Context: an optimization exercise on an open-source flow, tuned for small area, a short achievable clock period and few clock cycles. The choices shown serve that exercise and are no tape-out recipe.
RTL that was checked went through simulation tests only; none was proved equivalent to the original.
Only the layout flow was run in runs 1, 4 and 5; the RTL was not checked for function there.
Power and IR drop assume default switching activity.

==> design.v <==
`timescale 1ns / 1ps
module top(
input clk,
input reset,
input start,
input signed [1:0] wrdata,
input signed [15:0] b12_wrdata,
input signed [15:0] b23_wrdata,
input [4:0] wr_b12addr,
input [8:0] wraddr,
input [3:0] wr_b23addr,
input we_data,
input we_b12,
input b23_we,
output [12:0] w12_rdaddr,
input signed [15:0] w12_rddata,
output [7:0] w23_rdaddr,
input signed [15:0] w23_rddata,
output reg done,
output reg [9:0] onehot_enc
);
genvar gi;
integer j;
wire [511:0] imgv;
generate for (gi = 0; gi < 256; gi = gi + 1) begin : g_img
  reg [1:0] px;
  always @(posedge clk)
    if (we_data && wraddr[7:0] == gi) px <= wrdata;
  assign imgv[2*gi+1:2*gi] = px;
end endgenerate
wire [319:0] b12v;
generate for (gi = 0; gi < 20; gi = gi + 1) begin : g_b12
  reg [15:0] e;
  always @(posedge clk)
    if (we_b12 && wr_b12addr == gi) e <= b12_wrdata;
  assign b12v[16*gi+15:16*gi] = e;
end endgenerate
function [3:0] enc16(input [15:0] oh);
  integer q;
  begin
    enc16 = 4'd0;
    for (q = 0; q < 16; q = q + 1)
      if (oh[q]) enc16 = enc16 | q[3:0];
  end
endfunction
function [15:0] lowest16(input [15:0] v);
  reg [15:0] below;
  integer q, d;
  begin
    below = {v[14:0], 1'b0};
    for (d = 1; d < 16; d = d * 2)
      for (q = 15; q >= 0; q = q - 1)
        if (q >= d) below[q] = below[q] | below[q-d];
    lowest16 = v & ~below;
  end
endfunction
function [32:0] ksadd(input [31:0] a, input [31:0] b, input cin);
  reg [31:0] g, p, gg, pp, ng, np;
  integer q, d;
  begin
    p = a ^ b;
    g = a & b;
    g[0] = g[0] | (p[0] & cin);
    gg = g;
    pp = p;
    for (d = 1; d < 32; d = d * 2) begin
      ng = gg;
      np = pp;
      for (q = 0; q < 32; q = q + 1)
        if (q >= d) begin
          ng[q] = gg[q] | (pp[q] & gg[q-d]);
          np[q] = pp[q] & pp[q-d];
        end
      gg = ng;
      pp = np;
    end
    ksadd = {gg[31], p ^ {gg[30:0], cin}};
  end
endfunction
function [15:0] relu16(input [15:0] s);
  relu16 = s[15] ? {{3{1'b1}}, s[15:3]} : s;
endfunction
function [31:0] relu32(input [31:0] s);
  relu32 = s[31] ? {{3{1'b1}}, s[31:3]} : s;
endfunction
reg factive;       
reg [4:0] fh;      
reg ffirst;        
reg [15:0] goh;    
reg [31:0] rem;    
reg outstanding;   
reg start_q;
always @(posedge clk) start_q <= start & ~reset;
wire [15:0] gnext = {goh[14:0], goh[15]};
reg [31:0] gnx_data;
always @* begin
  gnx_data = 32'd0;
  for (j = 0; j < 16; j = j + 1)
    gnx_data = gnx_data | ({32{gnext[j]}} & imgv[32*j +: 32]);
end
wire [15:0] nzr;
wire [15:0] low;
wire [31:0] low2;
generate for (gi = 0; gi < 16; gi = gi + 1) begin : g_nzr
  assign nzr[gi] = rem[2*gi] | rem[2*gi+1];
  assign low2[2*gi+1:2*gi] = {2{low[gi]}};
end endgenerate
assign low = lowest16(nzr);
wire lig = ~|(nzr & ~low);              
wire [3:0] pidx = enc16(low);
wire [3:0] grp = enc16(goh);
reg [1:0] xv;
always @* begin
  xv = 2'b00;
  for (j = 0; j < 16; j = j + 1)
    xv = xv | ({2{low[j]}} & rem[2*j +: 2]);
end
wire tok_last = lig & goh[15];          
wire emit = factive & ~(tok_last & outstanding);
wire take;                              
always @(posedge clk) begin
  if (start) begin
    goh <= 16'd1;
    rem <= imgv[31:0];
  end else if (emit) begin
    if (lig) begin
      goh <= gnext;
      rem <= gnx_data;
    end else
      rem <= rem & ~low2;
  end
end
always @(posedge clk) begin
  if (reset) begin
    factive <= 1'b0;
  end else if (start) begin
    factive <= 1'b1;
    fh <= 5'd0;
    ffirst <= 1'b1;
  end else if (emit) begin
    ffirst <= tok_last;
    if (tok_last) begin
      fh <= fh + 5'd1;
      if (fh == 5'd19) factive <= 1'b0;
    end
  end
end
always @(posedge clk) begin
  if (reset || start_q) outstanding <= 1'b0;
  else if (emit && tok_last) outstanding <= 1'b1;
  else if (take) outstanding <= 1'b0;
end
reg [12:0] a12;      
reg [4:0] hp;        
reg [1:0] x1, x2;
reg first1, last1, first2, last2, last3;
reg [15:0] b12q;
reg [15:0] wq, acc, pending;
reg pend_v;
assign w12_rdaddr = a12;
always @(posedge clk) begin
  a12 <= {fh, grp, pidx};
  wq <= w12_rddata;
  if (emit) hp <= fh;
  b12q <= b12v[16*hp +: 16];
  x2 <= x1;
  if (reset) begin
    x1 <= 2'b00; first1 <= 1'b0; last1 <= 1'b0;
    first2 <= 1'b0; last2 <= 1'b0; last3 <= 1'b0;
  end else begin
    x1 <= emit ? xv : 2'b00;
    first1 <= emit & ffirst;
    last1 <= emit & tok_last;
    first2 <= first1;
    last2 <= last1;
    last3 <= last2;
  end
end
wire [15:0] tsel = x2[0] ? wq : {wq[14:0], 1'b0};
wire [15:0] term = (x2 == 2'b00) ? 16'd0 : (x2[1] ? ~tsel : tsel);
always @(posedge clk)
  acc <= ksadd({16'd0, first2 ? b12q : acc}, {16'd0, term}, x2[1]);
always @(posedge clk) begin
  if (last3) pending <= relu16(acc);
  if (reset || start_q) pend_v <= 1'b0;
  else if (last3) pend_v <= 1'b1;
  else if (take) pend_v <= 1'b0;
end
reg [3:0] na;         
reg busy;             
reg [1:0] kc;         
reg [4:0] fh2;        
reg [7:0] a23;
reg [15:0] cur;       
reg [3:0] chq;
reg [17:0] cur3;      
reg vB, initB, finalB, initC, finalC, finalD;
reg [1:0] kB, kC;
reg [19:0] prodq;
reg [31:0] accr [0:9];
reg [31:0] best;
assign w23_rdaddr = a23;
wire wrap = (na == 4'd9);
wire [3:0] na_n = wrap ? 4'd0 : na + 4'd1;
wire cont = busy && (kc != 2'd3);
assign take = wrap && !cont && pend_v;
wire [4:0] fh2_t = take ? fh2 + 5'd1 : fh2;
function [7:0] times20(input [3:0] n);
  times20 = {n, 4'b0} + {2'b0, n, 2'b0};
endfunction
always @(posedge clk) begin
  if (reset) na <= 4'd0;
  else na <= na_n;
  fh2 <= (reset || start_q) ? 5'd31 : fh2_t;
  a23 <= wrap ? {3'b0, fh2_t} : a23 + 8'd20;
  if (reset || start_q) begin
    busy <= 1'b0;
  end else if (wrap) begin
    if (cont) kc <= kc + 2'd1;
    else if (pend_v) begin busy <= 1'b1; kc <= 2'd0; end
    else busy <= 1'b0;
  end
  if (busy && kc == 2'd0 && na == 4'd0) begin
    cur <= pending;
    cur3 <= ksadd({{16{pending[15]}}, pending}, {{15{pending[15]}}, pending, 1'b0}, 1'b0);
  end
end
always @(posedge clk) begin
  case (kc)
    2'd0: chq <= w23_rddata[3:0];
    2'd1: chq <= w23_rddata[7:4];
    2'd2: chq <= w23_rddata[11:8];
    default: chq <= w23_rddata[15:12];
  endcase
  kB <= kc;
  if (reset) begin
    vB <= 1'b0; initB <= 1'b0; finalB <= 1'b0;
  end else begin
    vB <= busy;
    initB <= busy && fh2 == 5'd0 && kc == 2'd0;
    finalB <= busy && fh2 == 5'd19 && kc == 2'd3;
  end
end
function [19:0] mul4(input [17:0] c1, input [17:0] c3, input [3:0] ch, input sgn);
  reg [17:0] c2, m0, m1;
  reg [19:0] o0, o1;
  reg neg;
  reg [32:0] sum;
  begin
    c2 = {c1[16:0], 1'b0};
    case (ch[1:0])
      2'd0: m0 = 18'd0;
      2'd1: m0 = c1;
      2'd2: m0 = c2;
      default: m0 = c3;
    endcase
    neg = sgn & ch[3];
    case (ch[3:2])
      2'd0: m1 = 18'd0;
      2'd1: m1 = c1;
      2'd2: m1 = sgn ? ~c2 : c2;
      default: m1 = sgn ? ~c1 : c3;
    endcase
    o0 = {{2{m0[17]}}, m0};
    o1 = {m1, neg, neg};
    sum = ksadd({12'd0, o0}, {12'd0, o1}, neg);
    mul4 = sum[19:0];
  end
endfunction
always @(posedge clk) begin
  prodq <= vB ? mul4({{2{cur[15]}}, cur}, cur3, chq, kB == 2'd3) : 20'd0;
  kC <= kB;
  if (reset) begin
    initC <= 1'b0; finalC <= 1'b0;
  end else begin
    initC <= initB;
    finalC <= finalB;
  end
end
reg [15:0] b23r [0:9];
reg [3:0] wofs;       
always @(posedge clk)
  if (reset) wofs <= 4'd1;
  else wofs <= (wofs == 4'd0) ? 4'd9 : wofs - 4'd1;
wire [4:0] wsum = {1'b0, wr_b23addr} + {1'b0, wofs};
wire [3:0] wslot = (wsum >= 5'd10) ? wsum[3:0] - 4'd10 : wsum[3:0];
always @(posedge clk)
  for (j = 0; j < 10; j = j + 1)
    b23r[j] <= (b23_we && wslot == j) ? b23_wrdata : b23r[(j + 1) % 10];
wire [31:0] addA = initC ? {{6{b23r[0][15]}}, b23r[0], 10'd0} : accr[0];
wire [31:0] pext = {{12{prodq[19]}}, prodq};
wire [31:0] addB = pext << {kC, 2'b00};
wire [32:0] sum_c = ksadd(addA, addB, 1'b0);
always @(posedge clk) begin
  for (j = 0; j < 9; j = j + 1) accr[j] <= accr[j+1];
  accr[9] <= sum_c[31:0];
end
wire [3:0] nD = (na >= 4'd3) ? na - 4'd3 : na + 4'd7;
wire [31:0] fo = {accr[9][31:3], accr[9][2:0] & {3{~accr[9][31]}}};
wire [32:0] cmp = ksadd({~best[31], best[30:0]}, ~{~fo[31], fo[30:0]}, 1'b1);
wire gt = ~cmp[32];
always @(posedge clk) begin
  if (reset) finalD <= 1'b0;
  else finalD <= finalC;
  if (reset || start) done <= 1'b0;
  else if (finalD) begin
    if (nD == 4'd0 || gt) begin
      best <= fo;
      onehot_enc <= 10'd1 << nD;
    end
    if (nD == 4'd9) done <= 1'b1;
  end
end
endmodule
==> run.sh <==
#!/bin/bash
# synth_recipe.tcl (not shown) runs the flow's synth.tcl, then flattens the netlist and writes it again
# the make line also repeats each setting of config.mk as NAME=value (left out here)
make -C /OpenROAD-flow-scripts/flow DESIGN_CONFIG=/design/flow/config.mk WORK_HOME=/design/flow/orfs CLKGATE_MAP_FILE= SYNTH_SCRIPT=/design/flow/synth_recipe.tcl finish
==> config.mk <==
export PLATFORM = sky130hd
export DESIGN_NAME = top
export DESIGN_NICKNAME = top
export VERILOG_FILES = /design/flow/design.v
export SDC_FILE = /design/flow/constraint.sdc
export NUM_CORES = 4
export LEC_CHECK = 0
export CAP_MARGIN = 20
export CORE_MARGIN = 2
export CORE_UTILIZATION = 40
export PLACE_DENSITY = 0.45
export SETUP_SLACK_MARGIN = 5
export SLEW_MARGIN = 20
==> constraint.sdc <==
create_clock -name core_clock -period 10.0 [get_ports {clk}]
set_input_delay 2.0000 -clock core_clock [delete_from_list [all_inputs] [get_ports {clk}]]
set_output_delay 2.0000 -clock core_clock [all_outputs]
set_load 0.01 [all_outputs]
==> flow_summary_export.csv, run 1 <==
group,metric,value,unit
run_status,status,"no timing/DRC/antenna violations",
clocking,clk_latency,0.79,ns
drt,drc,0,
drt,drt_iter0_markers,2187,
setup_path,critPathSlowestCell,"a21oi_1",
drt,finalWirelength,153100,µm
logic_synthesis,avgSynthCellArea,14.19,µm²
drt,viasPerCell,5.295,
setup_path,cp_max_fo,27,
logic_synthesis,synth-main-ff-cell,"edfxtp_1",
timing,skew,0.02963,ns
global_route,grt_pass1_vias,35030,
setup_path,slowest_delay,0.88,ns
floorplan,fp.dieArea,154100,µm²
timing,relSlewSlack,30.04,%
floorplan,die_y,392.6,µm
logic_synthesis,yosys.area.top_type,"edfxtp_1",
logic_synthesis,yosysSeqAreaShare,68.89,%
timing,worst_pin_slew,1.048,ns
drt,wl_per_cell,23.35,µm
logic_synthesis,synth_seq_cells,1594,
setup_path,crit_buf_inv,1,
timing,max_freq,211.0,MHz
clocking,cts_buffers,174,
floorplan,ios,122,
drt,antenna_left,0,
logic_synthesis,yosysUniqueCellTypes,71,
timing,finalCriticalPeriod,4.740,ns
place,place_congestion,0.8139,
floorplan,core_area,150000,µm²
clocking,cts_sinks,1594,
global_route,grt_usage,19.79,%
pwr,peakVddDrop,0.0001512,V
timing,tns,0,ns
clocking,clockRootBuffer,"clkbuf_16",
job,max-cap-violations,0,
setup_path,cp_common_cell,"nor4_4",
floorplan,die_w,392.6,µm
logic_synthesis,syn_inst,4256,
pwr,p_leak,24.58,nW
logic_synthesis,syn_area,60400,µm²
timing,grt_setup_unrepaired,"no",
logic_synthesis,synth_edf_count,969,
final_layout,finalNetCount,4621,
setup_path,cp-start-kind,"flip-flop",
final_layout,fillers,13420,
final_layout,syn_to_final_growth,15.30,%
pwr,power_density,217.7,nW/µm²
timing,final-setup-viol-count,0,
clocking,clk_path_buf_depth,3,
logic_synthesis,synth_commonest_cells,"edfxtp_1, dfxtp_1, nor2_1",
place,dp_hpwl,94100,µm
logic_synthesis,synth-async-reset-ratio,0,%
setup_path,path_class,"reg2reg",
drt,dr.pass1.iters,5,
place,portBuffers,120,
logic_synthesis,synth_top_area_share,48.17,%
floorplan,std_cell_rows,142,
global_route,grt_pass1_wl,226800,µm
drt,vias,34710,
global_route,antenna_found_initial,4,
setup_path,ff2ff_setup_slack,5.26,ns
setup_path,timing.critical_path.arrival,5.15,ns
clocking,clk_pin_slew_worst_paths,0.06,ns
clocking,cts_tree,"yes",
worst_hold_path,hold_class,"reg2reg",
timing,finalCritPeriodShare,47.40,%
final_layout,final_layout_size_suffix_gt1_share,15.49,%
place,place_area,63940,µm²
logic_synthesis,synth.most_common_cell,"edfxtp_1",
timing,hold_viol,0,
setup_path,crit_required,10.41,ns
setup_path,path_delay_family,"simple AND/OR/NAND/NOR gates",
logic_synthesis,synthesis.nets,4478,
floorplan,initial_core_util,40.28,%
final_layout,fin_area,69640,µm²
logic_synthesis,synth.top_cells.by_area,"edfxtp_1, dfxtp_1, mux2_2, mux4_2, nor2_1",
clocking,htreeDepth,4,
setup_path,endpoint_kind,"flip-flop",
setup_path,crit_chain,"or4_1 > nor4_4 > nand3_2 > maj3_2 > nor4_4 > buf_4 > nand4b_1 > a21oi_1",
global_route,grt_max_degree,96,
global_route,grt-ovfl-total,0,
logic_synthesis,ys_warn_count,3,
timing,drv_slew,0,
[worst register-to-register path: cells and delay by family (launching register included)]
family / cells / cell delay (ns)
and+or+nand+nor: 5 / 2.09
AOI/OAI and AO/OA: 1 / 0.88
adders and majority gates: 1 / 0.44
DFF: 1 / 0.52
buffers and inverters: 1 / 0.42
[path summary, 6_finish.rpt]
path,from,endpoint,cells past startpoint
max,rem[6]$_DFFE_PP_,fh[0]$_SDFFCE_PP0P_,8
min,accr[5][27]$_DFF_P_,accr[4][27]$_DFF_P_,0
max reg2reg,rem[6]$_DFFE_PP_,fh[0]$_SDFFCE_PP0P_,8
min reg2reg,accr[5][27]$_DFF_P_,accr[4][27]$_DFF_P_,0
[area by class of cell]
class | count | area, µm² | area share, %
sequential | 1594 | 41630 | 59.78
antenna | 2 | 5.005 | 0.007186
timing repair buffer | 195 | 1792 | 2.573
multi-input combinational | 2315 | 17600 | 25.27
inverter | 119 | 446.7 | 0.6414
clock buffer | 257 | 4965 | 7.129
tap | 2016 | 2522 | 3.622
clock inverter | 58 | 680.7 | 0.9773
[state kept, by name, summed over array words and instances (netlist names), 4 cells and up]
register    cells
prodq          20
a12            13
a23             8
wofs            4
goh            16
acc            16
fh              5
g_b12.e       320
b23r          160
pending        16
cur3           18
chq             4
na              4
hp              5
rem            32
onehot_enc     10
g_img.px      512
cur            14
b12q           16
best           32
fh2             5
accr          320
wq             16
[per-stage QoR]
step / util (%) / power (mW) / worst slack [ns] / instances / hold slack (ns)
2_1_floorplan: - / 8.624 / 5.016 / 4256 / 0.3096
3_3_place_gp: 42.64 / 9.075 / 4.269 / 6237 / 0.3096
3_5_place_dp: 42.64 / 9.082 / 4.212 / 6237 / 0.3121
4_1_cts: 46.40 / 15.36 / 5.118 / 6552 / 0.3041
5_1_grt: 46.44 / 15.77 / 5.032 / 6555 / 0.3218
6_report: 46.44 / 15.16 / 5.260 / 6556 / 0.3047
[report_power, final]
part / switching, mW / leakage, nW / internal (mW)
clock: 2.66 / 2.75 / 3.58
combinational: 0.586 / 7.91 / 0.658
sequential: 0.219 / 13.9 / 7.46
[cell families after synthesis]
logic type,share of synthesized area [%]
AND/OR/NAND/NOR,7.542
multiplexers,8.414
adder cells (fa/ha/maj),2.832
flip-flops,68.89
AO/OA/AOI/OAI,8.856
XOR/XNOR,1.305
buffers and inverters,2.163
[metal layers]
metal | up-vias | routed length (µm) | track usage [%]
met1 | 17370 | 70700 | 27.70
met4 | 2 | 3390 | 5.287
li1 | 16360 | - | -
met3 | 217 | 6954 | 3.274
met5 | - | 13 | 0
met2 | 761 | 72020 | 31.91
[timing repair]
item | 4_1_cts | 5_1_grt
setup buffers | 0 | 0
setup endpoints to repair | 0 | 52
hold buffers | 0 | 0
resized for setup | 0 | 4
[cell usage in the layout, fill, tap and decap left out, types with 34 or more instances in the layout]
master / netlist / routed
edfxtp_1: 969 / 969
dfxtp_1: 625 / 609
nor2_1: 424 / 416
mux2_2: 216 / 216
clkbuf_16: 0 / 177
a21oi_1: 163 / 163
nand2_1: 146 / 144
ha_1: 127 / 127
a22o_1: 124 / 124
inv_1: 119 / 119
clkdlybuf4s50_1: 0 / 117
a221oi_1: 108 / 108
o21ai_0: 96 / 95
mux4_2: 87 / 87
a22oi_1: 78 / 78
buf_4: 0 / 74
mux2i_1: 69 / 69
nor3_1: 68 / 63
xnor2_1: 62 / 62
clkbuf_1: 182 / 54
nand3_1: 60 / 53
nor2b_1: 49 / 49
nand2b_1: 46 / 45
and2_1: 40 / 40
nand4_1: 39 / 39
a21o_1: 34 / 34
==> inputs of run 2 (changes only) <==
--- a/design.v
+++ b/design.v
@@ -20,7 +20,7 @@
 output reg [9:0] onehot_enc
 );
 genvar gi;
-integer j;
+integer j, k;
 wire [511:0] imgv;
 generate for (gi = 0; gi < 256; gi = gi + 1) begin : g_img
   reg [1:0] px;
@@ -54,6 +54,49 @@
     lowest16 = v & ~below;
   end
 endfunction
+function amo16(input [15:0] v);
+  reg [7:0] a1, o1;
+  reg [3:0] a2, o2;
+  reg [1:0] a3, o3;
+  integer q;
+  begin
+    for (q = 0; q < 8; q = q + 1) begin
+      a1[q] = ~(v[2*q] & v[2*q+1]);
+      o1[q] = v[2*q] | v[2*q+1];
+    end
+    for (q = 0; q < 4; q = q + 1) begin
+      a2[q] = a1[2*q] & a1[2*q+1] & ~(o1[2*q] & o1[2*q+1]);
+      o2[q] = o1[2*q] | o1[2*q+1];
+    end
+    for (q = 0; q < 2; q = q + 1) begin
+      a3[q] = a2[2*q] & a2[2*q+1] & ~(o2[2*q] & o2[2*q+1]);
+      o3[q] = o2[2*q] | o2[2*q+1];
+    end
+    amo16 = a3[0] & a3[1] & ~(o3[0] & o3[1]);
+  end
+endfunction
+function sgt32(input [31:0] a, input [31:0] b);
+  reg [31:0] g, e;
+  reg [31:0] ng, ne;
+  integer q, w;
+  begin
+    g = a & ~b;
+    e = ~(a ^ b);
+    g[31] = ~a[31] & b[31];
+    for (w = 1; w < 32; w = w * 2) begin
+      ng = g;
+      ne = e;
+      for (q = 0; q < 32; q = q + 2 * w)
+        if (q + w < 32) begin
+          ng[q] = g[q+w] | (e[q+w] & g[q]);
+          ne[q] = e[q+w] & e[q];
+        end
+      g = ng;
+      e = ne;
+    end
+    sgt32 = g[0];
+  end
+endfunction
 function [32:0] ksadd(input [31:0] a, input [31:0] b, input cin);
   reg [31:0] g, p, gg, pp, ng, np;
   integer q, d;
@@ -106,7 +149,7 @@
   assign low2[2*gi+1:2*gi] = {2{low[gi]}};
 end endgenerate
 assign low = lowest16(nzr);
-wire lig = ~|(nzr & ~low);              
+wire lig = amo16(nzr);                  
 wire [3:0] pidx = enc16(low);
 wire [3:0] grp = enc16(goh);
 reg [1:0] xv;
@@ -278,15 +321,24 @@
   end
 end
 reg [15:0] b23r [0:9];
-reg [3:0] wofs;       
+reg [9:0] wrot;
 always @(posedge clk)
-  if (reset) wofs <= 4'd1;
-  else wofs <= (wofs == 4'd0) ? 4'd9 : wofs - 4'd1;
-wire [4:0] wsum = {1'b0, wr_b23addr} + {1'b0, wofs};
-wire [3:0] wslot = (wsum >= 5'd10) ? wsum[3:0] - 4'd10 : wsum[3:0];
+  if (reset) wrot <= 10'd2;
+  else wrot <= {wrot[0], wrot[9:1]};
+reg [9:0] wdec, wsel;
+always @* begin
+  for (j = 0; j < 10; j = j + 1)
+    wdec[j] = (wr_b23addr == j);
+  for (j = 0; j < 10; j = j + 1) begin
+    wsel[j] = 1'b0;
+    for (k = 0; k < 10; k = k + 1)
+      wsel[j] = wsel[j] | (wdec[k] & wrot[(j - k + 10) % 10]);
+    wsel[j] = wsel[j] & b23_we;
+  end
+end
 always @(posedge clk)
   for (j = 0; j < 10; j = j + 1)
-    b23r[j] <= (b23_we && wslot == j) ? b23_wrdata : b23r[(j + 1) % 10];
+    b23r[j] <= wsel[j] ? b23_wrdata : b23r[(j + 1) % 10];
 wire [31:0] addA = initC ? {{6{b23r[0][15]}}, b23r[0], 10'd0} : accr[0];
 wire [31:0] pext = {{12{prodq[19]}}, prodq};
 wire [31:0] addB = pext << {kC, 2'b00};
@@ -297,8 +349,7 @@
 end
 wire [3:0] nD = (na >= 4'd3) ? na - 4'd3 : na + 4'd7;
 wire [31:0] fo = {accr[9][31:3], accr[9][2:0] & {3{~accr[9][31]}}};
-wire [32:0] cmp = ksadd({~best[31], best[30:0]}, ~{~fo[31], fo[30:0]}, 1'b1);
-wire gt = ~cmp[32];
+wire gt = sgt32(fo, best);
 always @(posedge clk) begin
   if (reset) finalD <= 1'b0;
   else finalD <= finalC;
==> flow/run.sh (new file) <==
#!/bin/bash
set -euo pipefail
MARGIN=6.5
sed "s/ CLKGATE_MAP_FILE= / CLKGATE_MAP_FILE= SETUP_SLACK_MARGIN=$MARGIN /" standard.sh > standard_margin.sh
grep -q "SETUP_SLACK_MARGIN=$MARGIN" standard_margin.sh
bash standard_margin.sh > standard_margin.log 2>&1
==> standard.sh (new file) <==
#!/bin/bash
# synth_recipe.tcl (not shown) runs the flow's synth.tcl, then flattens the netlist and writes it again
# the make line also repeats each setting of config.mk as NAME=value (left out here)
make -C /OpenROAD-flow-scripts/flow DESIGN_CONFIG=/design/flow/config.mk WORK_HOME=/design/flow/orfs CLKGATE_MAP_FILE= SYNTH_SCRIPT=/design/flow/synth_recipe.tcl "${@:-finish}"
--- a/config.mk
+++ b/config.mk
@@ -8,6 +8,8 @@
 export CAP_MARGIN = 20
 export CORE_MARGIN = 2
 export CORE_UTILIZATION = 40
+export CTS_BUF_LIST = sky130_fd_sc_hd__clkbuf_8
+export CTS_CLUSTER_DIAMETER = 60
+export CTS_CLUSTER_SIZE = 20
 export PLACE_DENSITY = 0.45
-export SETUP_SLACK_MARGIN = 5
 export SLEW_MARGIN = 20
removed: run.sh
==> flow_summary_export.csv, run 2 <==
group,metric,value,unit
logic_synthesis,avgSynthCellArea,14.16,µm²
clocking,cts_sinks,1600,
floorplan,die_y,392.9,µm
logic_synthesis,synth-async-reset-ratio,0,%
global_route,grtUsageMet2,32.35,%
drt,antenna_left,0,
pwr,p_sw_share,24.16,%
final_layout,fin_util,46.22,%
setup_path,timing.critical_path.arrival,4.31,ns
pwr,p_clk_share,33.6,%
setup_path,reg2reg_from,"kC[1]$_DFF_P_",
logic_synthesis,synth_top_area_share,48.11,%
floorplan,ios,122,
place,place_congestion,0.8259,
worst_hold_path,hold_class,"reg2reg",
drt,finalWirelength,157500,µm
floorplan,initial_core_util,40.34,%
final_layout,top_regs,"g_img.px (512), accr (320), g_b12.e (320)",
floorplan,std_cell_rows,142,
setup_path,r2r_cells,15,
pwr,p_leak,24.79,nW
setup_path,endpoint_kind,"flip-flop",
setup_path,slowest_delay,0.68,ns
final_layout,finalNetCount,4636,
timing,skew,0.04512,ns
logic_synthesis,yosysSeqAreaShare,68.99,%
logic_synthesis,synth_edf_count,969,
global_route,gr-usage-met3,3.179,%
setup_path,crit_path_start,"wraddr[7]",
clocking,cts_buffers,137,
pwr,totalPowerFinal,12.79,mW
logic_synthesis,syn_inst,4271,
clocking,cts_tree,"yes",
global_route,busiest_layer,"met2",
logic_synthesis,synth_commonest_cells,"edfxtp_1, dfxtp_1, nor2_1",
floorplan,fp.dieArea,154300,µm²
clocking,clk_path_buf_depth,3,
clocking,clk_pin_slew_worst_paths,0.12,ns
logic_synthesis,synth.top_cells.by_area,"edfxtp_1, dfxtp_1, mux2_2, mux4_2, nor2_1",
drt,wl_per_cell,24.06,µm
clocking,clk_latency,0.88,ns
final_layout,finalNonFillerCells,6546,
timing,worst_pin_slew,1.054,ns
timing,max_freq,266.4,MHz
logic_synthesis,yosys.area.top_type,"edfxtp_1",
pwr,power.switching,3.091,mW
logic_synthesis,yosysUniqueCellTypes,72,
timing,hold-worst-slack,0.3223,ns
timing,relSlewSlack,29.73,%
setup_path,ff2ff_setup_slack,6.51,ns
logic_synthesis,syn_area,60490,µm²
job,max-cap-violations,0,
setup_path,critical_path.endpoint,"g_img[189].px[1]$_DFFE_PP_",
logic_synthesis,synth.most_common_cell,"edfxtp_1",
global_route,antenna_found_initial,6,
timing,drv_slew,0,
final_layout,final_layout_size_suffix_gt1_share,19.88,%
global_route,grt_max_degree,100,
floorplan,die_w,392.9,µm
final_layout,final_cell_mix,"edfxtp_1, dfxtp_1, nor2_1",
setup_path,crit_required,10.55,ns
timing,tns,0,ns
setup_path,reg2reg_to,"accr[9][30]$_DFF_P_",
setup_path,critPathSlowestCell,"clkdlybuf4s50_1",
final_layout,largest_reg_flops,512,
pwr,p_comb_share,7.9,%
drt,viasPerCell,5.395,
place,dp_hpwl,92970,µm
drt,dr.pass1.iters,5,
clocking,hold_buffers,0,
place,portBuffers,120,
global_route,grt_use_met1,28.52,%
global_route,grt-ovfl-total,0,
pwr,p_int,9.704,mW
final_layout,final_common_cell,"edfxtp_1",
setup_path,path_class,"in2reg",
global_route,grt_pass1_wl,231100,µm
pwr,seqPwrFrac,58.5,%
setup_path,cp-start-kind,"input port",
clocking,clockRootBuffer,"clkbuf_8",
global_route,grt_pass1_vias,35110,
drt,drc,0,
global_route,grt_usage,20.17,%
setup_path,cp_max_fo,16,
timing,hold_viol,0,
timing,final-setup-viol-count,0,
drt,drt_iter0_markers,2732,
place,place_inst,6234,
drt,vias,35320,
logic_synthesis,ys_warn_count,3,
logic_synthesis,synthesis.nets,4486,
logic_synthesis,synth-main-ff-cell,"edfxtp_1",
run_status,status,"no timing/DRC/antenna violations",
floorplan,core_area,150000,µm²
final_layout,syn_to_final_growth,14.58,%
pwr,power_density,184.6,nW/µm²
timing,finalCritPeriodShare,37.53,%
timing,grt_setup_unrepaired,"yes",
timing,finalCriticalPeriod,3.753,ns
setup_path,crit_chain,"clkdlybuf4s50_1 > nor2b_1 > nand3_4 > nor2_1",
clocking,htreeDepth,4,
logic_synthesis,synth_seq_cells,1600,
final_layout,regMostFlops,"g_img.px",
pwr,peakVddDrop,0.0001368,V
[run 2: kinds of logic after synthesis]
kind of cell	synth area share, %
DFF	68.99
AOI/OAI and AO/OA	9.356
and+or+nand+nor	7.366
buffers and inverters	2.209
muxes	8.138
adders and majority gates	2.635
xor gates and xnor gates	1.303
[run 2: what timing repair did]
action | 4_1_cts | 5_1_grt
setup endpoints to repair | 586 | 515
gates resized for setup | 260 | 90
gates cloned | 4 | 5
pin swaps | 19 | 39
buffers inserted | 33 | 22
[run 2: stage by stage]
step	setup WS (ns)	area, µm²
2_1_floorplan	6.235	61590
3_3_place_gp	5.139	64650
3_5_place_dp	5.131	64650
4_1_cts	6.289	68590
5_1_grt	6.206	69300
6_report	6.247	69310
[run 2: worst min path at each step]
stage | end | slack, ns | start | depth (start not counted)
6_report | accr[1][4]$_DFF_P_ | 0.32 | accr[2][4]$_DFF_P_ | 0
5_1_grt | accr[8][2]$_DFF_P_ | 0.33 | accr[9][2]$_DFF_P_ | 0
4_1_cts | accr[8][2]$_DFF_P_ | 0.33 | accr[9][2]$_DFF_P_ | 0
3_5_place_dp | accr[0][19]$_DFF_P_ | 0.31 | accr[1][19]$_DFF_P_ | 0
3_3_place_gp | accr[4][4]$_DFF_P_ | 0.31 | accr[5][4]$_DFF_P_ | 0
2_1_floorplan | accr[0][0]$_DFF_P_ | 0.31 | accr[1][0]$_DFF_P_ | 0
[run 2: layout make-up]
class | count | area (µm²)
fill | 13460 | 80650
inverter | 116 | 439.2
timing repair buffer | 247 | 2333
clock inverter | 99 | 1190
clock buffer | 146 | 2009
multi-input combinational | 2319 | 19000
sequential | 1600 | 41810
tap | 2016 | 2522
antenna | 3 | 7.507
[run 2: worst max-delay path: cells and delay by family]
family        cells  cell delay (ns)
buf+inv           1             0.68
simple gates      3             1.61
[run 2: metal layers]
layer	vias up	share of wire (%)
li1	16440	-
met1	17890	46
met2	753	47
met3	228	4.5
met4	0	2.3
met5	-	0
[run 2: power groups by stage]
stage	Sequential, mW	Clock, mW	Combinational (mW)
after floorplan	7.56	0	0.730
after global placement	7.66	0	0.981
after detailed placement	7.65	0	0.986
after CTS	7.50	4.46	1.01
after global routing	7.53	4.68	1.10
final	7.49	4.30	1.01
Testbench counts of run 2, summed over its fixed seeds: cycles 98,484.
==> inputs of run 3 (changes only) <==
--- a/config.mk
+++ b/config.mk
@@ -8,8 +8,5 @@
 export CAP_MARGIN = 20
 export CORE_MARGIN = 2
 export CORE_UTILIZATION = 40
-export CTS_BUF_LIST = sky130_fd_sc_hd__clkbuf_8
-export CTS_CLUSTER_DIAMETER = 60
-export CTS_CLUSTER_SIZE = 20
 export PLACE_DENSITY = 0.45
 export SLEW_MARGIN = 20
==> flow_summary_export.csv, run 3 <==
group,metric,value,unit
pwr,peakVddDrop,0.0001641,V
clocking,cts_sinks,1600,
clocking,cts_tree,"yes",
timing,skew,0.02922,ns
clocking,cts_buffers,172,
logic_synthesis,yosys.area.top_type,"edfxtp_1",
setup_path,critical_path.endpoint,"g_img[150].px[0]$_DFFE_PP_",
final_layout,final_cell_mix,"edfxtp_1, dfxtp_1, nor2_1",
clocking,clk_latency,0.78,ns
timing,drv_slew,0,
logic_synthesis,synth.most_common_cell,"edfxtp_1",
drt,drc,0,
global_route,antenna_found_initial,6,
timing,relSlewSlack,19.45,%
place,place_congestion,0.8259,
timing,finalCriticalPeriod,3.602,ns
setup_path,path_class,"in2reg",
setup_path,crit_chain,"clkdlybuf4s15_1 > nor2b_1 > nand2_1 > nor2_1",
clocking,clk_path_buf_depth,3,
floorplan,die_w,392.9,µm
clocking,htreeDepth,4,
setup_path,r2r_cells,14,
timing,tns,0,ns
clocking,clk_pin_slew_worst_paths,0.06,ns
logic_synthesis,synth-main-ff-cell,"edfxtp_1",
logic_synthesis,synth-async-reset-ratio,0,%
place,portBuffers,120,
floorplan,die_y,392.9,µm
drt,antenna_left,0,
setup_path,crit_path_start,"wraddr[1]",
final_layout,finalNetCount,4685,
global_route,grt_pass1_wl,232400,µm
logic_synthesis,yosysUniqueCellTypes,72,
final_layout,syn_to_final_growth,18.97,%
setup_path,reg2reg_from,"kC[1]$_DFF_P_",
logic_synthesis,syn_inst,4271,
final_layout,diodes,0,
timing,worst_pin_slew,1.206,ns
floorplan,std_cell_rows,142,
setup_path,cp_max_fo,15,
timing,hold_viol,0,
timing,max_freq,277.6,MHz
setup_path,cp-start-kind,"input port",
drt,vias,35690,
pwr,p_leak,26.05,nW
final_layout,fillers,13240,
global_route,grt_usage,20.26,%
setup_path,slowest_delay,0.71,ns
worst_hold_path,hold_class,"reg2reg",
logic_synthesis,avgSynthCellArea,14.16,µm²
drt,viasPerCell,5.384,
setup_path,reg2reg_to,"accr[9][30]$_DFF_P_",
floorplan,fp.dieArea,154300,µm²
global_route,grt-ovfl-total,0,
global_route,grt_pass1_vias,35530,
floorplan,initial_core_util,40.34,%
pwr,power_density,203.2,nW/µm²
drt,wl_per_cell,23.89,µm
drt,drt_iter0_markers,2670,
logic_synthesis,synth_top_area_share,48.11,%
setup_path,endpoint_kind,"flip-flop",
floorplan,ios,122,
clocking,clockRootBuffer,"clkbuf_16",
logic_synthesis,synth.top_cells.by_area,"edfxtp_1, dfxtp_1, mux2_2, mux4_2, nor2_1",
job,max-cap-violations,0,
floorplan,core_area,150000,µm²
place,dp_hpwl,92970,µm
final_layout,top_regs,"g_img.px (512), accr (320), g_b12.e (320)",
place,post-place-ws,5.131,ns
setup_path,timing.critical_path.arrival,4.06,ns
setup_path,critPathSlowestCell,"clkdlybuf4s15_1",
final_layout,final_common_cell,"edfxtp_1",
final_layout,final_layout_size_suffix_gt1_share,19.79,%
logic_synthesis,synth_commonest_cells,"edfxtp_1, dfxtp_1, nor2_1",
logic_synthesis,synthesis.nets,4486,
logic_synthesis,synth_edf_count,969,
logic_synthesis,ys_warn_count,3,
final_layout,fin_util,47.99,%
timing,final-setup-viol-count,0,
drt,finalWirelength,158300,µm
global_route,grt_max_degree,100,
drt,dr.pass1.iters,7,
logic_synthesis,syn_area,60490,µm²
run_status,status,"no timing/DRC/antenna violations",
timing,fin_ws,6.398,ns
final_layout,regMostFlops,"g_img.px",
logic_synthesis,yosysSeqAreaShare,68.99,%
final_layout,largest_reg_flops,512,
timing,finalCritPeriodShare,36.02,%
logic_synthesis,synth_seq_cells,1600,
setup_path,crit_required,10.45,ns
clocking,hold_buffers,0,
setup_path,ff2ff_setup_slack,6.49,ns
timing,grt_setup_unrepaired,"yes",
[run 3: cell counts after synthesis]
No cell type changed its count.
[run 3: critical path: cells and delay by family]
family	cells	cell delay, ns
and+or+nand+nor	3	1.33
buffers and inverters	1	0.71
[run 3: worst min-delay path by stage]
stage                              from                  end  depth (start not counted)
finish              accr[6][28]$_DFF_P_  accr[5][28]$_DFF_P_                          0
global route         accr[4][5]$_DFF_P_   accr[3][5]$_DFF_P_                          0
CTS                 accr[2][13]$_DFF_P_  accr[1][13]$_DFF_P_                          0
detailed placement  accr[1][19]$_DFF_P_  accr[0][19]$_DFF_P_                          0
global placement     accr[5][4]$_DFF_P_   accr[4][4]$_DFF_P_                          0
floorplan            accr[1][0]$_DFF_P_   accr[0][0]$_DFF_P_                          0
[run 3: logic make-up (layout without fill, tap and decap cells)]
logic type	count (synthesis)	in the layout	synth area share, %
flip-flops	1600	1600	68.99
AND/OR/NAND/NOR	968	968	7.366
AO/OA/AOI/OAI	779	780	9.356
multiplexers	356	356	8.138
buffers and inverters	353	694	2.209
adder cells (fa/ha/maj)	125	125	2.635
XOR/XNOR	90	90	1.303
[run 3: area by class of cell]
cell class	instances	area [µm²]	area share [%]
clock buffers	247	4912	6.826
clock inverters	70	529.3	0.7355
inverters	116	439.2	0.6103
multi-input cells	2319	19070	26.50
flip-flops and latches	1600	41790	58.08
well taps	2016	2522	3.505
repair buffers	261	2694	3.743
[run 3: through the flow]
stage                     std cells  hold slack, ns  total power [mW]  cell area (µm²)
after CTS                      6594          0.3199             14.80            71120
after global placement         6234          0.3099             8.638            64650
final                          6629          0.3194             14.62            71960
after floorplan                4271          0.3096             8.287            61590
after global routing           6629          0.3270             15.17            71960
after detailed placement       6234          0.3121             8.636            64650
[run 3: timing repair]
action	4_1_cts	5_1_grt
pin swaps	22	48
endpoints found under the setup margin	859	615
gates cloned	6	4
gates resized for setup	181	107
setup buffers	37	31
[run 3: power by group]
group	switching (mW)	internal (mW)
combinational	0.452	0.545
clock	2.58	3.54
sequential	0.172	7.33
[run 3: per-layer routing]
metal | GRT usage [%] | up-vias | share of wire [%]
met5 | 0 | - | 0.0082
met4 | 5.517 | 2 | 2.4
met3 | 3.540 | 247 | 4.7
met2 | 32.29 | 807 | 47
met1 | 28.51 | 18030 | 46
li1 | - | 16600 | -
==> inputs of run 4 (changes only) <==
--- a/design.v
+++ b/design.v
@@ -21,18 +21,28 @@
 );
 genvar gi;
 integer j, k;
+reg wv_img, wv_b12, wv_b23;
+reg [7:0] wa;
+reg [15:0] wd;
+always @(posedge clk) begin
+  wv_img <= we_data;
+  wv_b12 <= we_b12;
+  wv_b23 <= b23_we;
+  wa <= we_data ? wraddr[7:0] : (we_b12 ? {3'b0, wr_b12addr} : {4'b0, wr_b23addr});
+  wd <= we_data ? {{14{wrdata[1]}}, wrdata} : (we_b12 ? b12_wrdata : b23_wrdata);
+end
 wire [511:0] imgv;
 generate for (gi = 0; gi < 256; gi = gi + 1) begin : g_img
   reg [1:0] px;
   always @(posedge clk)
-    if (we_data && wraddr[7:0] == gi) px <= wrdata;
+    if (wv_img && wa == gi) px <= wd[1:0];
   assign imgv[2*gi+1:2*gi] = px;
 end endgenerate
 wire [319:0] b12v;
 generate for (gi = 0; gi < 20; gi = gi + 1) begin : g_b12
   reg [15:0] e;
   always @(posedge clk)
-    if (we_b12 && wr_b12addr == gi) e <= b12_wrdata;
+    if (wv_b12 && wa[4:0] == gi) e <= wd;
   assign b12v[16*gi+15:16*gi] = e;
 end endgenerate
 function [3:0] enc16(input [15:0] oh);
@@ -162,7 +172,7 @@
 wire emit = factive & ~(tok_last & outstanding);
 wire take;                              
 always @(posedge clk) begin
-  if (start) begin
+  if (start_q) begin
     goh <= 16'd1;
     rem <= imgv[31:0];
   end else if (emit) begin
@@ -176,7 +186,7 @@
 always @(posedge clk) begin
   if (reset) begin
     factive <= 1'b0;
-  end else if (start) begin
+  end else if (start_q) begin
     factive <= 1'b1;
     fh <= 5'd0;
     ffirst <= 1'b1;
@@ -328,17 +338,17 @@
 reg [9:0] wdec, wsel;
 always @* begin
   for (j = 0; j < 10; j = j + 1)
-    wdec[j] = (wr_b23addr == j);
+    wdec[j] = (wa[3:0] == j);
   for (j = 0; j < 10; j = j + 1) begin
     wsel[j] = 1'b0;
     for (k = 0; k < 10; k = k + 1)
       wsel[j] = wsel[j] | (wdec[k] & wrot[(j - k + 10) % 10]);
-    wsel[j] = wsel[j] & b23_we;
+    wsel[j] = wsel[j] & wv_b23;
   end
 end
 always @(posedge clk)
   for (j = 0; j < 10; j = j + 1)
-    b23r[j] <= wsel[j] ? b23_wrdata : b23r[(j + 1) % 10];
+    b23r[j] <= wsel[j] ? wd : b23r[(j + 1) % 10];
 wire [31:0] addA = initC ? {{6{b23r[0][15]}}, b23r[0], 10'd0} : accr[0];
 wire [31:0] pext = {{12{prodq[19]}}, prodq};
 wire [31:0] addB = pext << {kC, 2'b00};
--- a/config.mk
+++ b/config.mk
@@ -8,5 +8,8 @@
 export CAP_MARGIN = 20
 export CORE_MARGIN = 2
 export CORE_UTILIZATION = 40
+export CTS_BUF_LIST = sky130_fd_sc_hd__clkbuf_16
+export CTS_CLUSTER_DIAMETER = 100
+export CTS_CLUSTER_SIZE = 30
 export PLACE_DENSITY = 0.45
 export SLEW_MARGIN = 20
==> flow_summary_export.csv, run 4 <==
group,metric,value,unit
setup_path,critPathSlowestCell,"o41ai_2",
pwr,p_int,9.511,mW
setup_path,cp-start-kind,"flip-flop",
clocking,clockRootBuffer,"clkbuf_16",
timing,drv_slew,0,
logic_synthesis,avgSynthCellArea,14.05,µm²
final_layout,syn_to_final_growth,10.60,%
global_route,grt_pass1_wl,240500,µm
setup_path,slowest_delay,0.39,ns
timing,worst_pin_slew,1.234,ns
final_layout,final_layout_size_suffix_gt1_share,14.39,%
logic_synthesis,synth-async-reset-ratio,0,%
floorplan,ios,122,
logic_synthesis,synth_commonest_cells,"edfxtp_1, dfxtp_1, nor2_1",
setup_path,crit_chain,"buf_12 > buf_6 > buf_4 > a211oi_2 > a21oi_1 > ha_2 > a211o_1 > a2111oi_4 > o21a_1 > o22a_1 > o31a_1 > a21oi_2 > a41o_1 > o41ai_2 > xnor2_1",
floorplan,core_area,152400,µm²
final_layout,largest_reg_flops,512,
logic_synthesis,synth.top_cells.by_area,"edfxtp_1, dfxtp_1, mux2_2, mux4_2, nor2_1",
timing,finalCritPeriodShare,34.43,%
drt,wl_per_cell,25.14,µm
pwr,p_clk_share,28.3,%
clocking,clk_pin_slew_worst_paths,0.11,ns
global_route,grt_max_degree,204,
logic_synthesis,synth_edf_count,969,
clocking,clk_path_buf_depth,3,
timing,hold_viol,0,
floorplan,fp.dieArea,157000,µm²
pwr,p_leak,23.96,nW
final_layout,fin_area,68070,µm²
place,dp_hpwl,98820,µm
timing,grt_setup_unrepaired,"yes",
drt,finalWirelength,164100,µm
pwr,seqPwrFrac,63.5,%
logic_synthesis,yosysSeqAreaShare,68.68,%
setup_path,crit_required,10.58,ns
clocking,clk_latency,0.71,ns
timing,skew,0.03958,ns
clocking,cts_sinks,1627,
clocking,htreeDepth,3,
place,place_area,65040,µm²
clocking,hold_buffers,0,
floorplan,initial_core_util,40.37,%
setup_path,timing.critical_path.arrival,4.02,ns
setup_path,crit_buf_inv,3,
final_layout,final_cell_mix,"edfxtp_1, dfxtp_1, nor2_1",
run_status,status,"no timing/DRC/antenna violations",
clocking,cts_buffers,67,
pwr,p_sw_share,23.33,%
logic_synthesis,synth_top_area_share,47.28,%
place,portBuffers,120,
timing,finalCriticalPeriod,3.443,ns
global_route,antenna_found_initial,2,
final_layout,finalNetCount,4657,
place,place_congestion,0.8215,
global_route,grt-ovfl-total,0,
logic_synthesis,yosys.area.top_type,"edfxtp_1",
global_route,grt_usage,20.52,%
setup_path,path_class,"reg2reg",
final_layout,final_common_cell,"edfxtp_1",
pwr,peakVddDrop,0.0001533,V
logic_synthesis,synth-main-ff-cell,"edfxtp_1",
global_route,grt_pass1_vias,35350,
timing,final-setup-viol-count,0,
drt,viasPerCell,5.467,
worst_hold_path,hold_class,"reg2reg",
setup_path,cp_max_fo,7,
logic_synthesis,synthesis.nets,4595,
logic_synthesis,syn_area,61550,µm²
floorplan,die_w,396.3,µm
clocking,cts_tree,"yes",
drt,dr.pass1.iters,6,
floorplan,die_y,396.3,µm
setup_path,endpoint_kind,"flip-flop",
setup_path,path_delay_family,"compound AO/OA/AOI/OAI gates",
logic_synthesis,syn_inst,4380,
pwr,p_comb_share,8.2,%
final_layout,top_regs,"g_img.px (512), accr (320), g_b12.e (320)",
job,max-cap-violations,0,
final_layout,regMostFlops,"g_img.px",
drt,antenna_left,0,
logic_synthesis,synth.most_common_cell,"edfxtp_1",
logic_synthesis,yosysUniqueCellTypes,73,
drt,drt_iter0_markers,2912,
pwr,power_density,182.2,nW/µm²
drt,drc,0,
logic_synthesis,synth_seq_cells,1627,
floorplan,std_cell_rows,143,
timing,tns,0,ns
timing,relSlewSlack,17.73,%
drt,vias,35690,
logic_synthesis,ys_warn_count,3,
timing,max_freq,290.5,MHz
pwr,power.switching,2.893,mW
-- run 4: changes by cell type after synthesis, moves of 10 or more --
cell      before  now
a211oi_1      13   26
a22oi_1       54   64
and2_1        23   33
buf_2          6   20
dfxtp_1      631  658
mux2i_1       53   75
nor2_1       423  463
nor2b_1       51   77
nor3_1        70   49
o21ai_0       76  103
xor2_1        32   21
-- run 4: layout make-up --
class / count / area, µm²
repair buffers: 247 / 2379
diodes: 3 / 7.507
well taps: 2030 / 2540
multi-input cells: 2393 / 18280
inverters: 106 / 397.9
clock buffers: 74 / 1852
flip-flops and latches: 1627 / 42340
fillers: 13910 / 84370
clock inverters: 48 / 272.8
-- run 4: stage by stage --
step / worst slack [ns] / cells / hold slack (ns) / utilization [%] / total power [mW]
2_1_floorplan: 6.500 / 4380 / 0.3096 / - / 8.625
3_3_place_gp: 5.338 / 6354 / 0.3101 / 42.66 / 9.058
3_5_place_dp: 5.328 / 6354 / 0.3121 / 42.66 / 9.062
4_1_cts: 6.502 / 6480 / 0.3219 / 44.18 / 12.55
5_1_grt: 6.339 / 6525 / 0.3233 / 44.65 / 12.92
6_report: 6.557 / 6528 / 0.3210 / 44.65 / 12.40
-- run 4: path summary, 6_finish.rpt --
| check | from | end | slack, ns | cells after the start |
|---|---|---|---|---|
| min | accr[1][10]$_DFF_P_ | accr[0][10]$_DFF_P_ | 0.32 | 0 |
| min reg2reg | accr[1][10]$_DFF_P_ | accr[0][10]$_DFF_P_ | 0.32 | 0 |
| max reg2reg | kC[1]$_DFF_P_ | accr[9][28]$_DFF_P_ | 6.56 | 15 |
| max | kC[1]$_DFF_P_ | accr[9][28]$_DFF_P_ | 6.56 | 15 |
-- run 4: cell families after synthesis --
kind of cell	synth area share (%)
mux	8.355
simple gates	7.489
fa+ha+maj	2.606
xor+xnor	1.167
compound gates	9.447
flops	68.68
buf+inv	2.255
-- run 4: timing repair --
item | in CTS | in global routing
buffers inserted | 2 | 39
gates resized for setup | 78 | 73
setup endpoints to repair | 147 | 233
pin swaps | 6 | 16
cloned | 2 | 5
-- run 4: power groups by stage --
stage | Sequential, mW | Combinational, mW | Clock (mW)
5_1_grt | 7.94 | 1.13 | 3.85
4_1_cts | 7.89 | 1.02 | 3.63
3_5_place_dp | 8.04 | 1.02 | 0
2_1_floorplan | 7.90 | 0.722 | 0
3_3_place_gp | 8.04 | 1.02 | 0
6_report | 7.88 | 1.02 | 3.51
-- run 4: worst reg2reg max path, delay by kind of cell (launching register included) --
kind,cells,cell delay (ns)
AOI/OAI and AO/OA,10,2.22
xor gates and xnor gates,1,0.11
adders and majority gates,1,0.21
buffers and inverters,3,0.42
DFF,1,0.37
-- run 4: layer usage --
metal / vias to the layer above / GRT usage (%) / routed length, µm
met4: 0 / 3.768 / 2833
met5: - / 0 / 0
met3: 143 / 2.505 / 7258
met2: 846 / 33.83 / 77970
li1: 16530 / - / -
met1: 18170 / 29.36 / 76060
==> inputs of run 5 (changes only) <==
--- a/config.mk
+++ b/config.mk
@@ -8,8 +8,5 @@
 export CAP_MARGIN = 20
 export CORE_MARGIN = 2
 export CORE_UTILIZATION = 40
-export CTS_BUF_LIST = sky130_fd_sc_hd__clkbuf_16
-export CTS_CLUSTER_DIAMETER = 100
-export CTS_CLUSTER_SIZE = 30
 export PLACE_DENSITY = 0.45
 export SLEW_MARGIN = 20
==> flow_summary_export.csv, run 5 <==
group,metric,value,unit
setup_path,path_delay_family,"compound AO/OA/AOI/OAI gates",
timing,drv_slew,0,
drt,finalWirelength,166300,µm
timing,skew,0.02434,ns
global_route,grt_usage,20.84,%
setup_path,critPathSlowestCell,"a2111oi_4",
timing,max_freq,287.6,MHz
setup_path,ff2ff_setup_slack,6.52,ns
pwr,peakVddDrop,0.0001647,V
final_layout,final_common_cell,"edfxtp_1",
timing,tns,0,ns
logic_synthesis,synthesis.nets,4595,
global_route,antenna_found_initial,3,
logic_synthesis,synth_commonest_cells,"edfxtp_1, dfxtp_1, nor2_1",
final_layout,syn_to_final_growth,16.34,%
pwr,p_leak,25.51,nW
setup_path,cp-start-kind,"flip-flop",
global_route,grt_max_degree,204,
floorplan,core_area,152400,µm²
final_layout,final_cell_mix,"edfxtp_1, dfxtp_1, nor2_1",
final_layout,finalNonFillerCells,6729,
timing,final-setup-viol-count,0,
worst_hold_path,hold_class,"reg2reg",
clocking,cts_sinks,1627,
floorplan,std_cell_rows,143,
final_layout,final_layout_size_suffix_gt1_share,17.33,%
timing,hold_viol,0,
place,dp_hpwl,98820,µm
place,portBuffers,120,
logic_synthesis,synth.top_cells.by_area,"edfxtp_1, dfxtp_1, mux2_2, mux4_2, nor2_1",
setup_path,crit_required,10.66,ns
place,place_inst,6354,
floorplan,initial_core_util,40.37,%
final_layout,finalNetCount,4760,
setup_path,cp_max_fo,7,
clocking,hold_buffers,0,
pwr,power_density,213.4,nW/µm²
drt,drt_iter0_markers,2916,
clocking,clk_pin_slew_worst_paths,0.06,ns
floorplan,die_w,396.3,µm
global_route,grt_pass1_vias,36450,
floorplan,die_y,396.3,µm
global_route,grt-ovfl-total,0,
setup_path,endpoint_kind,"flip-flop",
job,max-cap-violations,0,
timing,worst_pin_slew,1.157,ns
final_layout,regMostFlops,"g_img.px",
setup_path,crit_buf_inv,2,
floorplan,fp.dieArea,157000,µm²
timing,finalCritPeriodShare,34.77,%
logic_synthesis,syn_area,61550,µm²
drt,wl_per_cell,24.72,µm
setup_path,crit_chain,"buf_12 > buf_6 > nor2b_4 > nand2_1 > o21ai_2 > ha_1 > a211o_1 > a2111oi_4 > o21a_1 > o22a_1 > o31a_1 > a21oi_2 > a41o_1 > o41ai_2 > xnor2_1",
logic_synthesis,avgSynthCellArea,14.05,µm²
setup_path,timing.critical_path.arrival,4.14,ns
clocking,clk_latency,0.79,ns
clocking,htreeDepth,4,
final_layout,largest_reg_flops,512,
clocking,clockRootBuffer,"clkbuf_16",
logic_synthesis,synth-main-ff-cell,"edfxtp_1",
clocking,clk_path_buf_depth,3,
floorplan,ios,122,
logic_synthesis,yosysSeqAreaShare,68.68,%
logic_synthesis,synth_top_area_share,47.28,%
place,place_congestion,0.8215,
drt,antenna_left,0,
clocking,cts_buffers,174,
logic_synthesis,yosysUniqueCellTypes,73,
timing,grt_setup_unrepaired,"yes",
drt,drc,0,
logic_synthesis,yosys.area.top_type,"edfxtp_1",
timing,relSlewSlack,22.88,%
drt,vias,36430,
logic_synthesis,synth.most_common_cell,"edfxtp_1",
timing,finalCriticalPeriod,3.477,ns
drt,viasPerCell,5.414,
global_route,grt_pass1_wl,243900,µm
final_layout,top_regs,"g_img.px (512), accr (320), g_b12.e (320)",
drt,dr.pass1.iters,6,
logic_synthesis,synth_edf_count,969,
run_status,status,"no timing/DRC/antenna violations",
final_layout,fillers,13640,
logic_synthesis,synth-async-reset-ratio,0,%
clocking,cts_tree,"yes",
setup_path,path_class,"reg2reg",
logic_synthesis,syn_inst,4380,
setup_path,slowest_delay,0.38,ns
logic_synthesis,ys_warn_count,3,
logic_synthesis,synth_seq_cells,1627,
## run 5: cell types whose count changed in the layout (fill, tap and decap cells not counted), moves of 4 or more
cell | before | now
buf_4 | 105 | 101
bufinv_16 | 0 | 5
clkbuf_1 | 0 | 58
clkbuf_16 | 79 | 189
clkbuf_8 | 0 | 26
clkdlybuf4s15_1 | 0 | 14
clkinv_1 | 0 | 14
clkinv_2 | 3 | 24
dlygate4sd2_1 | 32 | 16
inv_1 | 142 | 106
inv_6 | 1 | 6
## run 5: worst reg2reg max path, cell delays in order (launching register included)
cell and delay (ns):
dfxtp_4 0.35, buf_12 0.14, buf_6 0.12, nor2b_4 0.13, nand2_1 0.08, o21ai_2 0.08
ha_1 0.27, a211o_1 0.36, a2111oi_4 0.38, o21a_1 0.23, o22a_1 0.17, o31a_1 0.20
a21oi_2 0.08, a41o_1 0.27, o41ai_2 0.38, xnor2_1 0.11
## run 5: per-layer routing
metal	global-route usage, %	share of wire (%)
met5	0	0
met4	5.092	2.3
met3	3.293	4.6
met2	33.87	47
met1	29.24	46
## run 5: report_power, final
part / internal [mW] / switching [mW] / leakage (nW)
Sequential: 7.61 / 0.279 / 14.2
Combinational: 0.527 / 0.495 / 8.51
Clock: 3.70 / 2.67 / 2.79
Total: 11.8 / 3.44 / 25.5
## run 5: what timing repair did
action	4_1_cts	5_1_grt
cloned	1	6
resized for setup	88	77
pin swaps	4	19
endpoints found under the setup margin	143	259
setup buffers	1	36
## run 5: layout make-up
cell class | instances | area, µm² | area share, %
Sequential cell | 1627 | 42340 | 59.13
Inverter | 106 | 397.9 | 0.5557
Timing Repair Buffer | 243 | 2352 | 3.285
Clock buffer | 268 | 5162 | 7.210
Tap cell | 2030 | 2540 | 3.547
Clock inverter | 60 | 534.3 | 0.7462
Multi-Input combinational cell | 2393 | 18270 | 25.52
Antenna cell | 2 | 5.005 | 0.006990
## run 5: path summary, 6_finish.rpt
kind | start | endpoint | cells after the start
worst min register to register | accr[2][19]$_DFF_P_ | accr[1][19]$_DFF_P_ | 0
worst max-delay path | kC[1]$_DFF_P_ | accr[9][28]$_DFF_P_ | 15
worst max register to register | kC[1]$_DFF_P_ | accr[9][28]$_DFF_P_ | 15
worst min-delay path | accr[2][19]$_DFF_P_ | accr[1][19]$_DFF_P_ | 0
## run 5: kinds of logic (layout without fill, tap and decap cells)
logic type,Yosys count,in the layout,share of synthesized area [%]
AO/OA/AOI/OAI,807,807,9.447
XOR/XNOR,82,82,1.167
adder cells (fa/ha/maj),126,126,2.606
buffers and inverters,361,677,2.255
flip-flops,1627,1627,68.68
multiplexers,378,378,8.355
other,0,2,0
AND/OR/NAND/NOR,999,1000,7.489
## run 5: stage by stage
| step | utilization (%) | cell area (µm²) | setup WS, ns | hold slack (ns) | power, mW |
|---|---|---|---|---|---|
| floorplan | - | 61580 | 6.500 | 0.3096 | 8.625 |
| global placement | 42.66 | 65040 | 5.338 | 0.3101 | 9.058 |
| detailed placement | 42.66 | 65040 | 5.328 | 0.3121 | 9.062 |
| CTS | 46.48 | 70860 | 6.500 | 0.3078 | 15.45 |
| global route | 46.97 | 71600 | 6.352 | 0.3245 | 15.87 |
| finish | 46.97 | 71600 | 6.523 | 0.3173 | 15.28 |
==> inputs of run 6 (changes only) <==
--- a/design.v
+++ b/design.v
@@ -38,13 +38,16 @@
     if (wv_img && wa == gi) px <= wd[1:0];
   assign imgv[2*gi+1:2*gi] = px;
 end endgenerate
-wire [319:0] b12v;
-generate for (gi = 0; gi < 20; gi = gi + 1) begin : g_b12
-  reg [15:0] e;
-  always @(posedge clk)
-    if (wv_b12 && wa[4:0] == gi) e <= wd;
-  assign b12v[16*gi+15:16*gi] = e;
-end endgenerate
+reg [15:0] b12r [0:19];
+reg [4:0] r20;
+always @(posedge clk)
+  if (reset) r20 <= 5'd0;
+  else r20 <= (r20 == 5'd19) ? 5'd0 : r20 + 5'd1;
+wire [5:0] b12d = {1'b0, wa[4:0]} - {1'b0, r20} - 6'd1;
+wire [4:0] b12slot = b12d[5] ? b12d[4:0] + 5'd20 : b12d[4:0];
+always @(posedge clk)
+  for (j = 0; j < 20; j = j + 1)
+    b12r[j] <= (wv_b12 && b12slot == j) ? wd : b12r[(j + 1) % 20];
 function [3:0] enc16(input [15:0] oh);
   integer q;
   begin
@@ -169,7 +172,8 @@
     xv = xv | ({2{low[j]}} & rem[2*j +: 2]);
 end
 wire tok_last = lig & goh[15];          
-wire emit = factive & ~(tok_last & outstanding);
+wire bnv_ok;                            
+wire emit = factive & ~(tok_last & outstanding) & ~(ffirst & ~bnv_ok);
 wire take;                              
 always @(posedge clk) begin
   if (start_q) begin
@@ -204,7 +208,8 @@
   else if (take) outstanding <= 1'b0;
 end
 reg [12:0] a12;      
-reg [4:0] hp;        
+reg [15:0] bnext;    
+reg bnv;             
 reg [1:0] x1, x2;
 reg first1, last1, first2, last2, last3;
 reg [15:0] b12q;
@@ -214,8 +219,7 @@
 always @(posedge clk) begin
   a12 <= {fh, grp, pidx};
   wq <= w12_rddata;
-  if (emit) hp <= fh;
-  b12q <= b12v[16*hp +: 16];
+  b12q <= bnext;
   x2 <= x1;
   if (reset) begin
     x1 <= 2'b00; first1 <= 1'b0; last1 <= 1'b0;
@@ -229,6 +233,13 @@
     last3 <= last2;
   end
 end
+wire [4:0] bp = ~factive ? 5'd0 : (ffirst ? fh : fh + 5'd1);
+assign bnv_ok = bnv;
+always @(posedge clk) begin
+  if (reset || wv_b12 || (emit && ffirst)) bnv <= 1'b0;
+  else if (~first1 && r20 == bp) bnv <= 1'b1;
+  if (~bnv && ~first1 && r20 == bp) bnext <= b12r[0];
+end
 wire [15:0] tsel = x2[0] ? wq : {wq[14:0], 1'b0};
 wire [15:0] term = (x2 == 2'b00) ? 16'd0 : (x2[1] ? ~tsel : tsel);
 always @(posedge clk)
==> flow_summary_export.csv, run 6 <==
group,metric,value,unit
drt,dr.pass1.iters,5,
logic_synthesis,yosys.area.top_type,"edfxtp_1",
drt,antenna_left,0,
setup_path,timing.critical_path.arrival,1.41,ns
global_route,antenna_found_initial,1,
pwr,power.switching,3.833,mW
pwr,totalPowerFinal,16.73,mW
logic_synthesis,synth_seq_cells,1644,
setup_path,path_class,"reg2out",
clocking,clk_path_buf_depth,3,
pwr,p_clk_share,38.2,%
final_layout,diodes,0,
pwr,p_leak,26.07,nW
timing,hold-worst-slack,0.3166,ns
floorplan,std_cell_rows,143,
timing,tns,0,ns
logic_synthesis,yosysSeqAreaShare,64.94,%
timing,drv_slew,0,
setup_path,crit_buf_inv,1,
drt,viasPerCell,5.254,
timing,fin_ws,6.589,ns
final_layout,regMostFlops,"g_img.px",
clocking,cts_sinks,1644,
floorplan,initial_core_util,40.15,%
place,place_congestion,0.8243,
place,place_area,64010,µm²
place,post-place-ws,5.811,ns
final_layout,syn_to_final_growth,15.85,%
drt,finalWirelength,160300,µm
setup_path,cp-start-kind,"flip-flop",
clocking,htreeDepth,4,
timing,hold_viol,0,
drt,drt_iter0_markers,2518,
logic_synthesis,synthesis.nets,4902,
logic_synthesis,synth-async-reset-ratio,0,%
logic_synthesis,syn_inst,4679,
drt,vias,36590,
floorplan,die_w,394.0,µm
job,max-cap-violations,0,
drt,wl_per_cell,23.01,µm
run_status,status,"no timing/DRC/antenna violations",
global_route,grt-ovfl-total,0,
timing,finalCritPeriodShare,34.11,%
pwr,seqPwrFrac,51.2,%
place,dp_hpwl,97340,µm
setup_path,endpoint_kind,"output port",
global_route,grt_usage,20.41,%
drt,drc,0,
logic_synthesis,avgSynthCellArea,13.00,µm²
logic_synthesis,synth_commonest_cells,"dfxtp_1, edfxtp_1, mux2_2",
clocking,hold_buffers,0,
floorplan,fp.dieArea,155300,µm²
clocking,clockRootBuffer,"clkbuf_16",
timing,grt_setup_unrepaired,"yes",
final_layout,fin_area,70490,µm²
setup_path,slowest_delay,0.37,ns
pwr,p_comb_share,10.5,%
floorplan,die_y,394.0,µm
final_layout,final_layout_size_suffix_gt1_share,21.00,%
floorplan,ios,122,
setup_path,crit_chain,"clkdlybuf4s15_1",
pwr,p_sw_share,22.91,%
timing,final-setup-viol-count,0,
final_layout,final_cell_mix,"dfxtp_1, edfxtp_1, mux2_2",
logic_synthesis,yosysUniqueCellTypes,88,
timing,worst_pin_slew,1.051,ns
global_route,grt_pass1_vias,36740,
global_route,grt_pass1_wl,239900,µm
setup_path,crit_required,8.00,ns
logic_synthesis,synth-main-ff-cell,"dfxtp_1",
pwr,peakVddDrop,0.0001740,V
final_layout,largest_reg_flops,512,
logic_synthesis,synth.top_cells.by_area,"edfxtp_1, dfxtp_1, mux2_2, ha_1, nor2_1",
global_route,grt_max_degree,176,
final_layout,area.sequential,39570,µm²
timing,finalCriticalPeriod,3.411,ns
setup_path,cp_max_fo,1,
timing,max_freq,293.2,MHz
pwr,p_int,12.90,mW
clocking,cts_buffers,173,
worst_hold_path,hold_class,"reg2reg",
timing,relSlewSlack,29.76,%
timing,skew,0.02550,ns
final_layout,multi_input_area,20170,µm²
logic_synthesis,synth_edf_count,660,
logic_synthesis,synth.most_common_cell,"dfxtp_1",
floorplan,core_area,151500,µm²
logic_synthesis,synth_top_area_share,32.57,%
setup_path,critPathSlowestCell,"dfxtp_1",
clocking,cts_tree,"yes",
final_layout,finalNetCount,5011,
clocking,clk_pin_slew_worst_paths,0.06,ns
final_layout,fillers,13920,
place,portBuffers,120,
setup_path,path_delay_family,"flip-flops",
clocking,clk_latency,0.79,ns
logic_synthesis,ys_warn_count,4,
pwr,power_density,237.4,nW/µm²
logic_synthesis,syn_area,60850,µm²
final_layout,final_common_cell,"dfxtp_1",
final_layout,top_regs,"g_img.px (512), accr (320), b12r (320)",
run 6: cell type report:
class / count / area share [%]
clock inverters: 72 / 0.9674
flip-flops and latches: 1644 / 56.14
well taps: 2030 / 3.603
multi-input cells: 2657 / 28.61
repair buffers: 212 / 3.003
clock buffers: 249 / 7.142
inverters: 100 / 0.5378
run 6: metrics by stage:
| step | cells | utilization [%] |
|---|---|---|
| final | 6964 | 46.51 |
| after global routing | 6964 | 46.51 |
| after global placement | 6612 | 42.23 |
| after detailed placement | 6612 | 42.24 |
| after floorplan | 4679 | - |
| after CTS | 6951 | 46.33 |
run 6: cells by family (layout without fill, tap and decap cells):
kind of cell	count (synthesis)	in the layout	share of synthesized area (%)
AO/OA/AOI/OAI	821	821	9.372
AND/OR/NAND/NOR	1028	1029	8.104
buffers and inverters	379	633	2.539
adder cells (fa/ha/maj)	134	134	2.813
multiplexers	570	570	10.75
XOR/XNOR	103	103	1.483
flip-flops	1644	1644	64.94
run 6: layer usage:
layer | global-route usage [%] | wire, µm
met5 | 0 | 0
met4 | 4.810 | 2902
met3 | 3.629 | 8340
met2 | 31.56 | 71690
met1 | 29.68 | 77320
run 6: final timing paths:
path	from	end	slack, ns	depth (start not counted)
setup / recovery	a12[7]$_SDFF_PP1_	w12_rdaddr[7]	6.59	1
hold / removal	accr[6][17]$_DFF_P_	accr[5][17]$_DFF_P_	0.32	0
setup reg to reg	wa[1]$_DFF_P_	b12r[2][5]$_DFF_P_	6.64	15
hold reg to reg	accr[6][17]$_DFF_P_	accr[5][17]$_DFF_P_	0.32	0
run 6: timing repair:
item	in CTS	in global routing
hold endpoints to repair	0	0
buffers inserted	17	12
gates cloned	1	0
pin swaps	16	9
resized for setup	113	47
setup endpoints to repair	604	471
run 6: power groups by stage:
stage / sequential, mW / clock, mW / combinational [mW]
finish: 8.57 / 6.40 / 1.76
global route: 8.68 / 6.85 / 1.94
CTS: 8.60 / 6.58 / 1.76
detailed placement: 8.73 / 0 / 1.70
global placement: 8.74 / 0 / 1.68
floorplan: 8.50 / 0 / 1.35
Testbench counts of run 6, summed over its fixed seeds: cycles 98,484.

what the ideal ports hide:
The flow's constraints put no driver on any port. The routed layouts listed below were extracted and timed again, unchanged, in two steps. Step 1: set_driving_cell puts a clkbuf_16 on clk and a buf_2 on each other input, an assumption about the parent block. Step 2 also shifts input and output timing later by t, the mid clock arrival at the registers, as if the neighbouring blocks saw the same clock. Slacks: ideal ports / drivers / drivers and shift; pairs: ideal ports / drivers.
| run | t, ns | setup slack, ns | hold slack, ns | cell pins on the clock port's net |
|---|---|---|---|---|
| run 1 | 0.859 | 5.260 / 5.260 / 4.458 | 0.305 / 0.305 / 0.305 | 1 |
| run 2 | 0.943 | 6.247 / 6.298 / 5.355 | 0.322 / 0.322 / 0.322 | 1 |
| run 3 | 0.844 | 6.398 / 6.452 / 5.608 | 0.319 / 0.319 / 0.319 | 1 |
| run 4 | 0.770 | 6.557 / 6.507 / 6.020 | 0.321 / 0.321 / 0.321 | 1 |
| run 5 | 0.861 | 6.523 / 6.503 / 6.029 | 0.317 / 0.317 / 0.317 | 1 |
| run 6 | 0.859 | 6.589 / 6.510 / 6.297 | 0.317 / 0.317 / 0.317 | 1 |
After both steps every run listed still meets setup and hold. For run 2, which loses most, drivers alone change the setup slack by +0.051 ns; drivers and shift together by -0.892 ns.
